This is an optimization exercise on Yosys and OpenROAD, whose aim is small area and a short achievable clock period, not a production implementation.
RTL that was checked went through simulation tests only; none was proved equivalent to the original.
No activity file was given, so power comes from the tool's default toggle rates.

alpha:
## top_fp_mul_N32_M23_E8
module top_fp_mul_N32_M23_E8(input  wire clk,
                             input  wire [31:0] a1,
                             input  wire [31:0] b1,
                             output wire [31:0] y);
Size in the first run: about 17000 µm² of cells after synthesis.
==> flow/config.mk <==
export PLATFORM = sky130hd
export DESIGN_NAME = top_fp_mul_N32_M23_E8
export DESIGN_NICKNAME = top_fp_mul_N32_M23_E8
export VERILOG_FILES = /design/flow/design.v
export SDC_FILE = /design/flow/constraint.sdc
export NUM_CORES = 4
export LEC_CHECK = 0
export ABC_AREA = 1
export CAP_MARGIN = 20
export CORE_MARGIN = 2
export CORE_UTILIZATION = 40
export SETUP_SLACK_MARGIN = 3.75
export SLEW_MARGIN = 70
export SYNTH_HIERARCHICAL = 1
==> flow/constraint.sdc <==
create_clock -name core_clock -period 8.5 [get_ports {clk}]
set_input_delay 1.7000 -clock core_clock [delete_from_list [all_inputs] [get_ports {clk}]]
set_output_delay 1.7000 -clock core_clock [all_outputs]
set_load 0.01 [all_outputs]
standard.sh (not shown) runs the stock make flow with config.mk's settings and CLKGATE_MAP_FILE= SYNTH_SCRIPT=/design/flow/synth_recipe.tcl, a recipe that flattens the netlist after the stock synthesis.
==> flow/flow/run.sh <==
#!/bin/bash
bash standard.sh MATCH_CELL_FOOTPRINT=0 "BUFFER_PORTS_ARGS=-buffer_cell sky130_fd_sc_hd__buf_2" finish > standard.log 2>&1
> inputs changed (alpha -> beta)
--- a/flow/design.v
+++ b/flow/design.v
@@ -1231,52 +1231,15 @@
   fa u571 (.a(n10), .b(c565), .ci(pp10[24]), .s(s570), .co(c571));
   fa u573 (.a(pp11[22]), .b(c567), .ci(s570), .s(s572), .co(c573));
   fa u575 (.a(nneg[10]), .b(ra[20]), .ci(ra[21]), .s(s574), .co(c575));
   fa u577 (.a(pp11[23]), .b(s574), .ci(c571), .s(s576), .co(c577));
   fa u579 (.a(n11), .b(c575), .ci(pp11[24]), .s(s578), .co(c579));
   wire [18:0] lx = {c155, c139, c123, c109, c95, s92, c71, c61, c51, s48, c35, s32, s26, s20, s16, c13, pp1[0], pp0[1], neg[0]};
   wire [18:0] ly = {s172, s154, s138, s122, s108, s94, s82, s70, s60, s50, s42, s34, s28, s22, s18, s14, s12, 1'b0, pp0[0]};
-  wire cg1 = (lx[1] & ly[1]) | ((lx[1] | ly[1]) & (lx[0] & ly[0]));
-  wire cp1 = (lx[1] | ly[1]) & (lx[0] | ly[0]);
-  wire cg2 = (lx[3] & ly[3]) | ((lx[3] | ly[3]) & (lx[2] & ly[2]));
-  wire cp2 = (lx[3] | ly[3]) & (lx[2] | ly[2]);
-  wire cg3 = cg2 | (cp2 & cg1);
-  wire cp3 = cp2 & cp1;
-  wire cg4 = (lx[4] & ly[4]) | ((lx[4] | ly[4]) & cg3);
-  wire cp4 = (lx[4] | ly[4]) & cp3;
-  wire cg5 = (lx[5] & ly[5]) | ((lx[5] | ly[5]) & cg4);
-  wire cp5 = (lx[5] | ly[5]) & cp4;
-  wire cg6 = (lx[6] & ly[6]) | ((lx[6] | ly[6]) & cg5);
-  wire cp6 = (lx[6] | ly[6]) & cp5;
-  wire cg7 = (lx[7] & ly[7]) | ((lx[7] | ly[7]) & cg6);
-  wire cp7 = (lx[7] | ly[7]) & cp6;
-  wire cg8 = (lx[8] & ly[8]) | ((lx[8] | ly[8]) & cg7);
-  wire cp8 = (lx[8] | ly[8]) & cp7;
-  wire cg9 = (lx[9] & ly[9]) | ((lx[9] | ly[9]) & cg8);
-  wire cp9 = (lx[9] | ly[9]) & cp8;
-  wire cg10 = (lx[11] & ly[11]) | ((lx[11] | ly[11]) & (lx[10] & ly[10]));
-  wire cp10 = (lx[11] | ly[11]) & (lx[10] | ly[10]);
-  wire cg11 = (lx[12] & ly[12]) | ((lx[12] | ly[12]) & cg10);
-  wire cp11 = (lx[12] | ly[12]) & cp10;
-  wire cg12 = (lx[13] & ly[13]) | ((lx[13] | ly[13]) & cg11);
-  wire cp12 = (lx[13] | ly[13]) & cp11;
-  wire cg13 = (lx[14] & ly[14]) | ((lx[14] | ly[14]) & cg12);
-  wire cp13 = (lx[14] | ly[14]) & cp12;
-  wire cg14 = (lx[16] & ly[16]) | ((lx[16] | ly[16]) & (lx[15] & ly[15]));
-  wire cp14 = (lx[16] | ly[16]) & (lx[15] | ly[15]);
-  wire cg15 = (lx[18] & ly[18]) | ((lx[18] | ly[18]) & (lx[17] & ly[17]));
-  wire cp15 = (lx[18] | ly[18]) & (lx[17] | ly[17]);
-  wire cg16 = cg13 | (cp13 & cg9);
-  wire cp16 = cp13 & cp9;
-  wire cg17 = cg15 | (cp15 & cg14);
-  wire cp17 = cp15 & cp14;
-  wire cg18 = cg17 | (cp17 & cg16);
-  wire cp18 = cp17 & cp16;
-  wire [19:19] lsum;
-  assign lsum[19] = cg18;
+  wire [19:0] lsum = {1'b0, lx} + {1'b0, ly};
   wire [3:0] mx = {c231, c211, c191, s188};
   wire [3:0] my = {s250, s230, s210, s190};
   wire [24:0] hx = {c579, c577, c573, c569, c563, c557, c549, c541, c531, c521, c509, c497, c483, c469, c453, c437, c419, c401, c381, c361, c339, c317, c295, c273, s272};
   wire [23:0] hy = {n11, s578, s576, s572, s568, s562, s556, s548, s540, s530, s520, s508, s496, s482, s468, s452, s436, s418, s400, s380, s360, s338, s316, s294};
   reg  [24:0] rx;           
   reg  [23:0] ry;
   reg  [3:0] rmx, rmy;     
@@ -1298,25 +1261,16 @@
   wire r1 = q_p22 | rS2;
   wire r0 = q_p22 & rS2;
   wire q_p0 = rx[0] ^ q_c23;
   wire q_g0 = rx[0] & q_c23;
   wire ci_n  = q_g0;                  
   wire ci_r0 = q_g0 | (q_p0 & r0);
   wire ci_r1 = q_g0 | (q_p0 & r1);
-  wire [24:1] p, g;
-  genvar b;
-  generate for (b = 1; b <= 24; b = b + 1) begin : g_pg
-    if (b > 24) begin : g_reg
-      assign p[b] = rx[b];
-      assign g[b] = ry[b-1];
-    end else begin : g_add
-      assign p[b] = rx[b] ^ ry[b-1];
-      assign g[b] = rx[b] & ry[b-1];
-    end
-  end endgenerate
+  wire [24:1] p = rx[24:1] ^ ry[23:0];
+  wire [24:1] g = rx[24:1] & ry[23:0];
   wire [23:0] gl [0:5];
   wire [23:0] pl [0:5];
   assign gl[0] = g[24:1];
   assign pl[0] = p[24:1];
   genvar l, i;
   generate for (l = 0; l < 5; l = l + 1) begin : g_lvl
     for (i = 0; i < 24; i = i + 1) begin : g_bit
- As far as sequential cell count goes, alpha and beta are indistinguishable; the numbers are identical.
- On number of buffers created by CTS, alpha and beta are neck and neck.
- beta against alpha: cell count went up, fraction of the mapped netlist area in simple logic gates grew by 0.82 points.
- Lower post-DP HPWL was reported by beta, not alpha.
- Diff alpha..beta | final-report hold violation count | unchanged
- On beta: first-pass GRT wire length is about 2% lower than what alpha gave.
- The run showing the greater design area is alpha.
- Looking at setup slack, beta sits 0.021 ns below alpha.
The RTL of alpha was laid out without a check of its function.

========
Another version of the RTL of top_fp_mul_N32_M23_E8 (not shown whole).
Size: roughly 130 flip-flops, ~16,000 µm² of cells after synthesis.
Settings: LEC_CHECK=0, ABC_AREA=1, CAP_MARGIN=20, CORE_MARGIN=2, CORE_UTILIZATION=40, CTS_CLUSTER_SIZE=30, PLACE_DENSITY=0.75, SETUP_SLACK_MARGIN=3.75, SLEW_MARGIN=70, SYNTH_HIERARCHICAL=1; clock period 8.5 ns.
Scripts as last shown in full above: flow/flow/run.sh
Then changed:
--- a/flow/design.v
+++ b/flow/design.v
@@ -1275,37 +1275,37 @@
   wire cg19 = (lx[19] & ly[19]) | ((lx[19] | ly[19]) & cg17);
   wire cp19 = (lx[19] | ly[19]) & cp17;
   wire cg20 = cg18 | (cp18 & cg19);
   wire cp20 = cp18 & cp19;
   wire cg21 = cg20 | (cp20 & cg16);
   wire cp21 = cp20 & cp16;
   wire [22:22] lsum;
   assign lsum[22] = cg21;
-  wire q_h22 = c231 ^ s250;
-  wire q_k22 = c231 & s250;
-  wire q_p22s = q_h22 ^ lsum[22];
-  wire q_c23s = q_k22 | (q_h22 & lsum[22]);
+  wire [0:0] mx = {c231 ^ s250};    
+  wire [0:0] my = {c231 & s250};    
   wire [24:0] hx = {(c579 ^ n11), (c577 ^ s578), (c573 ^ s576), (c569 ^ s572), (c563 ^ s568), (c557 ^ s562), (c549 ^ s556), (c541 ^ s548), (c531 ^ s540), (c521 ^ s530), (c509 ^ s520), (c497 ^ s508), (c483 ^ s496), (c469 ^ s482), (c453 ^ s468), (c437 ^ s452), (c419 ^ s436), (c401 ^ s418), (c381 ^ s400), (c361 ^ s380), (c339 ^ s360), (c317 ^ s338), c295, c273, s272};
   wire [23:0] hy = {(c579 & n11), (c577 & s578), (c573 & s576), (c569 & s572), (c563 & s568), (c557 & s562), (c549 & s556), (c541 & s548), (c531 & s540), (c521 & s530), (c509 & s520), (c497 & s508), (c483 & s496), (c469 & s482), (c453 & s468), (c437 & s452), (c419 & s436), (c401 & s418), (c381 & s400), (c361 & s380), (c339 & s360), (c317 & s338), s316, s294};
   reg  [24:0] rx;           
   reg  [23:0] ry;
-  reg         rp22, rc23, rS2, rs2;
+  reg  [0:0] rmx, rmy;     
+  reg         rcj, rS2, rs2;
   reg  [7:0]  re2;
   always @(posedge clk) begin
     rx   <= hx;
     ry   <= hy;
-    rp22 <= q_p22s;
-    rc23 <= q_c23s;
+    rmx  <= mx;
+    rmy  <= my;
+    rcj  <= lsum[22];
     rS2  <= rS;
     rs2  <= rs;
     re2  <= re;
   end
-  wire q_p22 = rp22;
-  wire q_c23 = rc23;
+  wire q_p22 = rmx[0] ^ rcj;
+  wire q_c23 = rmy[0] | (rmx[0] & rcj);
   wire r1 = q_p22 | rS2;
   wire r0 = q_p22 & rS2;
   wire q_p0 = rx[0] ^ q_c23;
   wire q_g0 = rx[0] & q_c23;
   wire ci_n  = q_g0;                  
   wire ci_r0 = q_g0 | (q_p0 & r0);
   wire ci_r1 = q_g0 | (q_p0 & r1);
   wire [24:1] p, g;
=>
- sequential share of layout area went down by 0.12 points
- via count went up by 3.6%
- register-to-register slack gains 550 ps
- die area went up by 0.89%
- clock-buffer cell count went up by 1
- synthesized cell count went up by 1.8%
- cell count went up by 1.7%
- sequential cell count went up by 1
- power barely changes
- worst setup slack gains 100 ps
- design area went up by 0.37%
Only the layout flow was run in the first run of this note; the RTL was not checked for function there.

[what the ideal ports hide]
No port has a modelled driver above. Below, the same layouts with a new extraction and two added sets of constraints.
Step 1: set_driving_cell puts a clkbuf_16 on clk and a buf_2 on each other input, an assumption about the parent block.
Step 2 times the ports against the registers' clock, not the clock port: input delays grow and output delays shrink by t, the midpoint of the rising clock arrivals with the driver on.
a / b / c = ideal / step 1 / step 2; a / b = the first two.
run	shift t [ns]	setup WS [ns]	worst data-port slew with drivers (ns)	cell pins on the clock port's net
alpha	0.497	3.918 / 3.861 / 3.929	0.04	1
beta	0.496	3.897 / 3.839 / 4.038	0.05	1
the first run of note 2	0.477	3.853 / 3.853 / 3.853	0.04	1
the second run of note 2	0.466	3.955 / 3.911 / 4.377	0.04	1
After both steps every run listed still meets setup and hold.
